Source: an optimization exercise on an open RTL-to-GDS flow (aim: small area). Production flows keep margins and buffers that such runs may drop.
The RTL was checked by simulation tests, not by an equivalence proof against the original design.
Power figures rest on the tool's default switching activity, not on a simulated workload.

File: flow/design.v
module input_port(clk,rst,sw,input_flit,head,Credit_out);
	input clk,rst,sw;
	input [31:0] input_flit;
	output [31:0] head;
	output reg Credit_out;
	reg [191:0] mem;
	reg [5:0] rd;    
	reg [5:0] wp;    
	reg [2:0] n;     
	reg req_r;       
	wire shift = sw & req_r;
	wire adv   = shift & (n != 3'd0);
	wire [2:0] n1 = n - {2'b00,adv};
	wire full1 = (n1 == 3'd6);
	wire acc   = ~full1 & (input_flit[31:30] != 2'b00);
	always @(posedge clk) begin
		req_r <= (head[31:30] != 2'b11);
		if (rst) begin
			rd <= 6'b000001;
			wp <= 6'b000001;
			n <= 3'd0;
			Credit_out <= 1'b0;
		end else begin
			if (shift) Credit_out <= 1'b1;
			if (adv) rd <= {rd[4:0],rd[5]};
			if (acc) wp <= {wp[4:0],wp[5]};
			n <= n1 + {2'b00,acc};
		end
	end
	genvar j;
	generate for (j = 0; j < 6; j = j + 1) begin : slot
		always @(posedge clk)
			if (wp[j] & ~full1)
				mem[32*j +: 32] <= input_flit;
	end endgenerate
	assign head = ({32{rd[0]}} & mem[31:0])    | ({32{rd[1]}} & mem[63:32])  |
	              ({32{rd[2]}} & mem[95:64])   | ({32{rd[3]}} & mem[127:96]) |
	              ({32{rd[4]}} & mem[159:128]) | ({32{rd[5]}} & mem[191:160]);
endmodule
module routing_logic(clk,rst_d,type_h,xdest,ydest,want);
	parameter P = 0;
	input clk,rst_d;
	input [1:0] type_h,xdest,ydest;
	output [4:0] want;
	reg [4:0] st;
	wire xw = (xdest == 2'd0);
	wire xe = xdest[1];
	wire yn = (ydest == 2'd0);
	wire ys = ydest[1];
	wire [4:0] dir = xw ? 5'b10000 : xe ? 5'b01000 : yn ? 5'b00010 : ys ? 5'b00100 : 5'b00001;
	wire [4:0] tgt = dir & ~(5'b00001 << P);
	assign want = rst_d ? 5'b00000 :
	              (type_h == 2'b01) ? tgt :
	              type_h[1] ? st : 5'b00000;
	always @(posedge clk)
		st <= want;
endmodule
module Switch_Allocator(clk,rst,credit_in,req,grant,grant_next);
	input clk,rst,credit_in;
	input [3:0] req;
	output reg [3:0] grant;
	output [3:0] grant_next;
	reg [31:0] count;
	wire cnt_ok = ~count[31] & (|count[30:1]);
	wire keep = |(grant & req);
	wire [3:0] first = {req[3] & ~|req[2:0], req[2] & ~|req[1:0], req[1] & ~req[0], req[0]};
	assign grant_next = (rst | ~cnt_ok) ? 4'b0000 : keep ? grant : first;
	wire idle_next = ~|grant_next;
	wire dn = ~idle_next & ~credit_in;
	wire [31:0] t;
	assign t[0] = ~(idle_next ^ credit_in);
	genvar i;
	generate for (i = 1; i < 32; i = i + 1) begin : chain
		assign t[i] = t[i-1] & (count[i-1] ^ dn);
	end endgenerate
	always @(posedge clk) begin
		grant <= grant_next;
		if (rst)
			count <= 32'd6;
		else
			count <= count ^ t;
	end
endmodule
module delay_element(clk,rst,sel_flit,out_flit);
	input clk,rst;
	input [31:0] sel_flit;
	output reg [31:0] out_flit;
	reg [30:0] held;    
	wire hd = (sel_flit[31:30] == 2'b01) & ~rst;
	wire nh = (sel_flit[31:30] != 2'b01) & ~rst;
	always @(posedge clk) begin
		held <= {31{hd}} & sel_flit[30:0];
		out_flit <= ({32{hd}} & {1'b0,held}) | ({32{nh}} & sel_flit);
	end
endmodule
module crossbar_switch(clk,sel,h0,h1,h2,h3,sel_flit);
	input clk;
	input [3:0] sel;
	input [31:0] h0,h1,h2,h3;
	output reg [31:0] sel_flit;
	always @(posedge clk)
		sel_flit <= ({32{sel[0]}} & h0) | ({32{sel[1]}} & h1) | ({32{sel[2]}} & h2) | ({32{sel[3]}} & h3);
endmodule
module router(clk,rst,input_flit_Local,input_flit_North, input_flit_South, input_flit_East,input_flit_West,credit_inL,credit_inN,credit_inS,credit_inE,credit_inW,Credit_outL,Credit_outN,Credit_outS,Credit_outE,Credit_outW,Local_output,North_output,South_output,East_output,West_output);
	input clk;
	input rst;
	input[31:0] input_flit_Local, input_flit_North, input_flit_South, input_flit_East,input_flit_West;
	input credit_inL,credit_inN,credit_inS,credit_inE,credit_inW;
	output Credit_outL,Credit_outN,Credit_outS,Credit_outE,Credit_outW;
	output[31:0] Local_output,North_output,South_output,East_output,West_output;
	wire [31:0] hL,hN,hS,hE,hW;              
	wire [4:0] wL,wN,wS,wE,wW;               
	wire [3:0] gL,gN,gS,gE,gW;               
	wire [3:0] gnL,gnN,gnS,gnE,gnW;          
	wire [31:0] zL,zN,zS,zE,zW;              
	reg rst_d;
	always @(posedge clk) rst_d <= rst;
	wire swL = gN[0] | gS[0] | gE[0] | gW[0];
	wire swN = gL[0] | gS[1] | gE[1] | gW[1];
	wire swS = gL[1] | gN[1] | gE[2] | gW[2];
	wire swE = gL[2] | gN[2] | gS[2] | gW[3] | gL[3];   
	wire swW = gL[3] | gN[3] | gS[3] | gE[3];
	input_port input_portL(clk,rst,swL,input_flit_Local,hL,Credit_outL);
	input_port input_portN(clk,rst,swN,input_flit_North,hN,Credit_outN);
	input_port input_portS(clk,rst,swS,input_flit_South,hS,Credit_outS);
	input_port input_portE(clk,rst,swE,input_flit_East,hE,Credit_outE);
	input_port input_portW(clk,rst,swW,input_flit_West,hW,Credit_outW);
	routing_logic #(0) routing_L(clk,rst_d,hL[31:30],hL[23:22],hL[21:20],wL);
	routing_logic #(1) routing_N(clk,rst_d,hN[31:30],hN[23:22],hN[21:20],wN);
	routing_logic #(2) routing_S(clk,rst_d,hS[31:30],hS[23:22],hS[21:20],wS);
	routing_logic #(3) routing_E(clk,rst_d,hE[31:30],hE[23:22],hE[21:20],wE);
	routing_logic #(4) routing_W(clk,rst_d,hW[31:30],hW[23:22],hW[21:20],wW);
	Switch_Allocator sa_L(clk,rst,credit_inL,{wW[0],wE[0],wS[0],wN[0]},gL,gnL);
	Switch_Allocator sa_N(clk,rst,credit_inN,{wW[1],wE[1],wS[1],wL[1]},gN,gnN);
	Switch_Allocator sa_S(clk,rst,credit_inS,{wW[2],wE[2],wN[2],wL[2]},gS,gnS);
	Switch_Allocator sa_E(clk,rst,credit_inE,{wW[3],wS[3],wN[3],wL[3]},gE,gnE);
	Switch_Allocator sa_W(clk,rst,credit_inW,{wE[4],wS[4],wN[4],wL[4]},gW,gnW);
	crossbar_switch xb_L(clk,gnL,hN,hS,hE,hW,zL);
	crossbar_switch xb_N(clk,gnN,hL,hS,hE,hW,zN);
	crossbar_switch xb_S(clk,gnS,hL,hN,hE,hW,zS);
	crossbar_switch xb_E(clk,gnE,hL,hN,hS,hW,zE);
	crossbar_switch xb_W(clk,gnW,hL,hN,hS,hE,zW);
	delay_element out_L(clk,rst,zL,Local_output);
	delay_element out_N(clk,rst,zN,North_output);
	delay_element out_S(clk,rst,zS,South_output);
	delay_element out_E(clk,rst,zE,East_output);
	delay_element out_W(clk,rst,zW,West_output);
endmodule
File: flow/run.sh
#!/bin/bash
# synth_recipe.tcl (not shown) runs the flow's synth.tcl, then flattens the netlist and writes it again
# the make line also repeats each setting of config.mk as NAME=value (left out here)
make -C /OpenROAD-flow-scripts/flow DESIGN_CONFIG=/design/flow/config.mk WORK_HOME=/design/flow/orfs CLKGATE_MAP_FILE= SYNTH_SCRIPT=/design/flow/synth_recipe.tcl finish
File: flow/config.mk
export PLATFORM = sky130hd
export DESIGN_NAME = router
export DESIGN_NICKNAME = router
export VERILOG_FILES = /design/flow/design.v
export SDC_FILE = /design/flow/constraint.sdc
export NUM_CORES = 4
export LEC_CHECK = 0
export CAP_MARGIN = 20
export CORE_MARGIN = 2
export CORE_UTILIZATION = 40
export SLEW_MARGIN = 20
File: flow/constraint.sdc
create_clock -name core_clock -period 10.0 [get_ports {clk}]
set_input_delay 2.0000 -clock core_clock [delete_from_list [all_inputs] [get_ports {clk}]]
set_output_delay 2.0000 -clock core_clock [all_outputs]
set_load 0.01 [all_outputs]
==> run notes <==
[cell usage after synthesis (33+ instances only)]
library cell    n
o211ai_1       44
o2bb2ai_1      33
a22o_1        159
xor2_1        100
nor3_1         42
xnor2_1        84
mux2i_1        57
a211o_1        73
a21oi_1        76
a22oi_1       472
and3_1         39
dfxtp_1       761
nor2_1        307
or3_1          41
and2_1        190
edfxtp_1      960
nand3_1       126
o22ai_1        89
a221o_1        57
clkbuf_1      260
o21ai_0        68
nor2b_1        33
nor4_1         57
a221oi_1       52
inv_1         117
nand2_1       246
[routing by layer]
| metal | vias to the layer above | part of all wire [%] | track usage [%] |
|---|---|---|---|
| li1 | 19184 | - | - |
| met1 | 21499 | 43 | 33.3 |
| met2 | 1916 | 44 | 34.6 |
| met3 | 322 | 9.6 | 6.28 |
| met4 | 30 | 3.9 | 9.28 |
| met5 | - | 0.10 | 0 |
[path summary, 6_finish.rpt]
check	to	slack [ns]	depth (start not counted)	startpoint
hold / removal	out_E.held[5]$_DFF_P_	0.43	1	xb_E.sel_flit[5]$_DFF_P_
setup / recovery	sa_L.count[31]$_SDFF_PP0_	2.29	18	input_portS.rd[2]$_SDFFE_PP0P_
setup reg to reg	sa_L.count[31]$_SDFF_PP0_	2.29	18	input_portS.rd[2]$_SDFFE_PP0P_
hold reg to reg	out_E.held[5]$_DFF_P_	0.43	1	xb_E.sel_flit[5]$_DFF_P_
[area by class of cell]
class	count	area, sq um
Inverter	121	454
Multi-Input combinational cell	2734	18600
Sequential cell	1721	44100
Clock buffer	252	5090
Antenna cell	9	22.5
Timing Repair Buffer	450	4260
Fill cell	13800	82600
Clock inverter	78	1050
Tap cell	2072	2590
[worst max-delay path, delay by kind of cell (launching register included)]
kind                     cells  cell delay (ns)
AND/OR/NAND/NOR              8             2.88
multiplexers                 1             0.82
flip-flops                   1             0.90
AO/OA/AOI/OAI                6             1.78
buffers and inverters        2             0.60
adder cells (fa/ha/maj)      1             0.57
[placed cells by master, fill, tap and decap left out, types with 44 or more instances in the layout]
master and count:
a211o_1 73, a21oi_1 70, a221o_1 57, a221oi_1 52, a22o_1 159, a22oi_1 472, and2_1 190, buf_4 107
clkbuf_1 44, clkbuf_16 184, clkdlybuf4s50_1 330, dfxtp_1 747, edfxtp_1 960, inv_1 117, mux2i_1 53, nand2_1 246
nand3_1 126, nor2_1 300, nor4_1 57, o211ai_1 44, o21ai_0 68, o22ai_1 88, xnor2_1 84, xor2_1 100
[kinds of logic (layout without fill, tap and decap cells)]
kind of cell	Yosys count	after routing	synth area share (%)
DFF	1721	1721	68.8
xor gates and xnor gates	184	184	2.52
and+or+nand+nor	1241	1241	10.0
buffers and inverters	431	901	2.57
other	0	9	0
adders and majority gates	25	25	0.488
muxes	69	69	1.13
AOI/OAI and AO/OA	1215	1215	14.5
[per-stage QoR]
stage | utilization (%) | instances | power, mW | worst slack, ns
5_1_grt | 47.9 | 7433 | 16.2 | 1.77
6_report | 47.9 | 7437 | 15.7 | 2.29
2_1_floorplan | - | 4886 | 8.48 | 3.80
3_3_place_gp | 44.0 | 7086 | 9.06 | 2.17
3_5_place_dp | 44.0 | 7090 | 9.08 | 2.07
4_1_cts | 47.9 | 7420 | 15.8 | 2.32
[report_power, final]
group	total, mW	internal (mW)	switching [mW]
logic	1.11	0.338	0.767
registers	7.86	7.74	0.118
clock network	6.78	3.93	2.85
total	15.7	12.0	3.74
[flip-flops by register name, summed over array words and instances (netlist names), 192 cells and up]
signal / flops
input_portE.mem: 192
input_portL.mem: 192
input_portN.mem: 192
input_portS.mem: 192
input_portW.mem: 192
==> impl_results.md <==
* Yosys cell types at between 80 and 90
* Core Region at approximately 160000 sq um
* Fin crit period at ~7.7 ns
* Starting DRT DRC Count at 5326
* Hold crit path type: reg -> reg
* Outcome: complete, no violations
* Die ar. at about 160000 sq um
* Most common flop cell mapped by yosys: edfxtp_1
* H-tree depth at 4
* Number of global-route vias before repair at 40257
* Worst-Margin Slew at around 1.3 ns
* Vias at 42951
* Global Route Usage Sum at between 20% and 30%
* Share of the synthesized area in the top cell type at approximately 45%
* Initial antenna violation count at 29
* Register clock-pin slew on the reported worst setup and hold paths at ~0.070 ns
* Hold Violations, Final at 0
* Setup tns final at 0 ns
* Max_cap viols at 0
* Leakage at between 20 and 30 nW
* Cells after Synth at ~4900
* # port buffers at ~330
* Post-DP HPWL at around 130000 um
* GR Overflow Total at 0
* Row Count at 146
* Cell Chain, Critical Path: buf_4 -> a22oi_1 -> and3_1 -> nor4_2 -> a32o_1 -> a211oi_2 -> mux2_2 -> inv_1 -> or4_1 -> ha_1 -> nand4b_1 -> a221o_1 -> a2111o_1 -> nor3_2 -> and2b_1 -> nand2_1 -> or3_1 -> a21oi_1
* Post-synthesis sequential area ratio at 68.8%
* Max-slew violations at 0
* Final Instance Area at about 76000 sq um
* Cell taking the most area after synthesis: edfxtp_1
* CP max stage delay at ~0.9 ns
* CTS Root Cell: clkbuf_16
* Routability cong. at roughly 1
* Worst hold slack at about 0.43 ns
* Final net count at about 5400
* Share of layout cells above drive strength 1 at around 9%
* Starting Density at roughly 40%
* Critical path class: reg -> reg
* Synthesized net count at slightly above 5000
* Avg Inst Size Synth at between 10 and 15 sq um
* Vias/cell at roughly 5.8
* Worst EP arrival at 8.43 ns
* Synth Warn # at 10
* Clock Skews at ~0.063 ns
* Crit path max fanout at 33
* Fin crit share at around 77%
* RSZ-0062 raised after global routing: no
* Inserted Clock Buffers at about 180
* CTS max path bufs at 3
* Post-route ant nets at 0
* Max Fclk at 0.130 GHz
* Post-synth EDFFs at 960
* Clock Sinks at approximately 1700
* FF+latch count, synth at 1721
* Detailed-route DRC error count at 0
* DP Area at around 70000 sq um
* Die height at between 400 and 500 um
* Post-CTS sizing at 0
* Post-CTS Hold Buffers at 0
* Detailed-route wire length per cell at ~27 um
* P per Cell Area at about 210 nW/um^2
* I/O pins at 332
* Final WL at around 200000 um
* Largest net degree at the start of global routing at 90
* CP required at ~11 ns
* Die X at about 400 um
* CP max stage cell: dfxtp_1
* CTS tree: yes
* Post-synthesis cell area at 64100 sq um
* Worst VDD drop at 174 uV
* Async S/R FF share, synth at 0%
* Final Setup Violations at 0
* First-pass GRT wire length at approximately 280000 um
* Critical path capture point type: flop
* TritonRoute pass-1 iters at 8
* Top post-synthesis cells by area: edfxtp_1, dfxtp_1, a22oi_1, a22o_1, and2_1
* Worst-Skew Late Latency at ~0.85 ns
* Post-CTS Setup Bufs at 0
* Startpoint Class: flop
* Max_slew headroom at between 10% and 20%
* Area growth, synth to finish at 18.8%

-- separate check: timing with driven ports --
The flow's constraints put no driver on any port. The routed layout listed below was extracted and timed again, unchanged, in two steps. Step 1: set_driving_cell puts a clkbuf_16 on clk and a buf_2 on each other input, an assumption about the parent block. Step 2 also shifts input and output timing later by t, the mid clock arrival at the registers, as if the neighbouring blocks saw the same clock. a / b / c = ideal ports / drivers / drivers and shift; a / b = the first two.
t (ns): 0.900
setup WS [ns]: 2.292 / 2.292 / 2.062
pins driven straight from the clock port: 1
After both steps this run still meets setup and hold. The setup slack of this run moves by 0.000 ns with the drivers and by -0.230 ns with both steps.
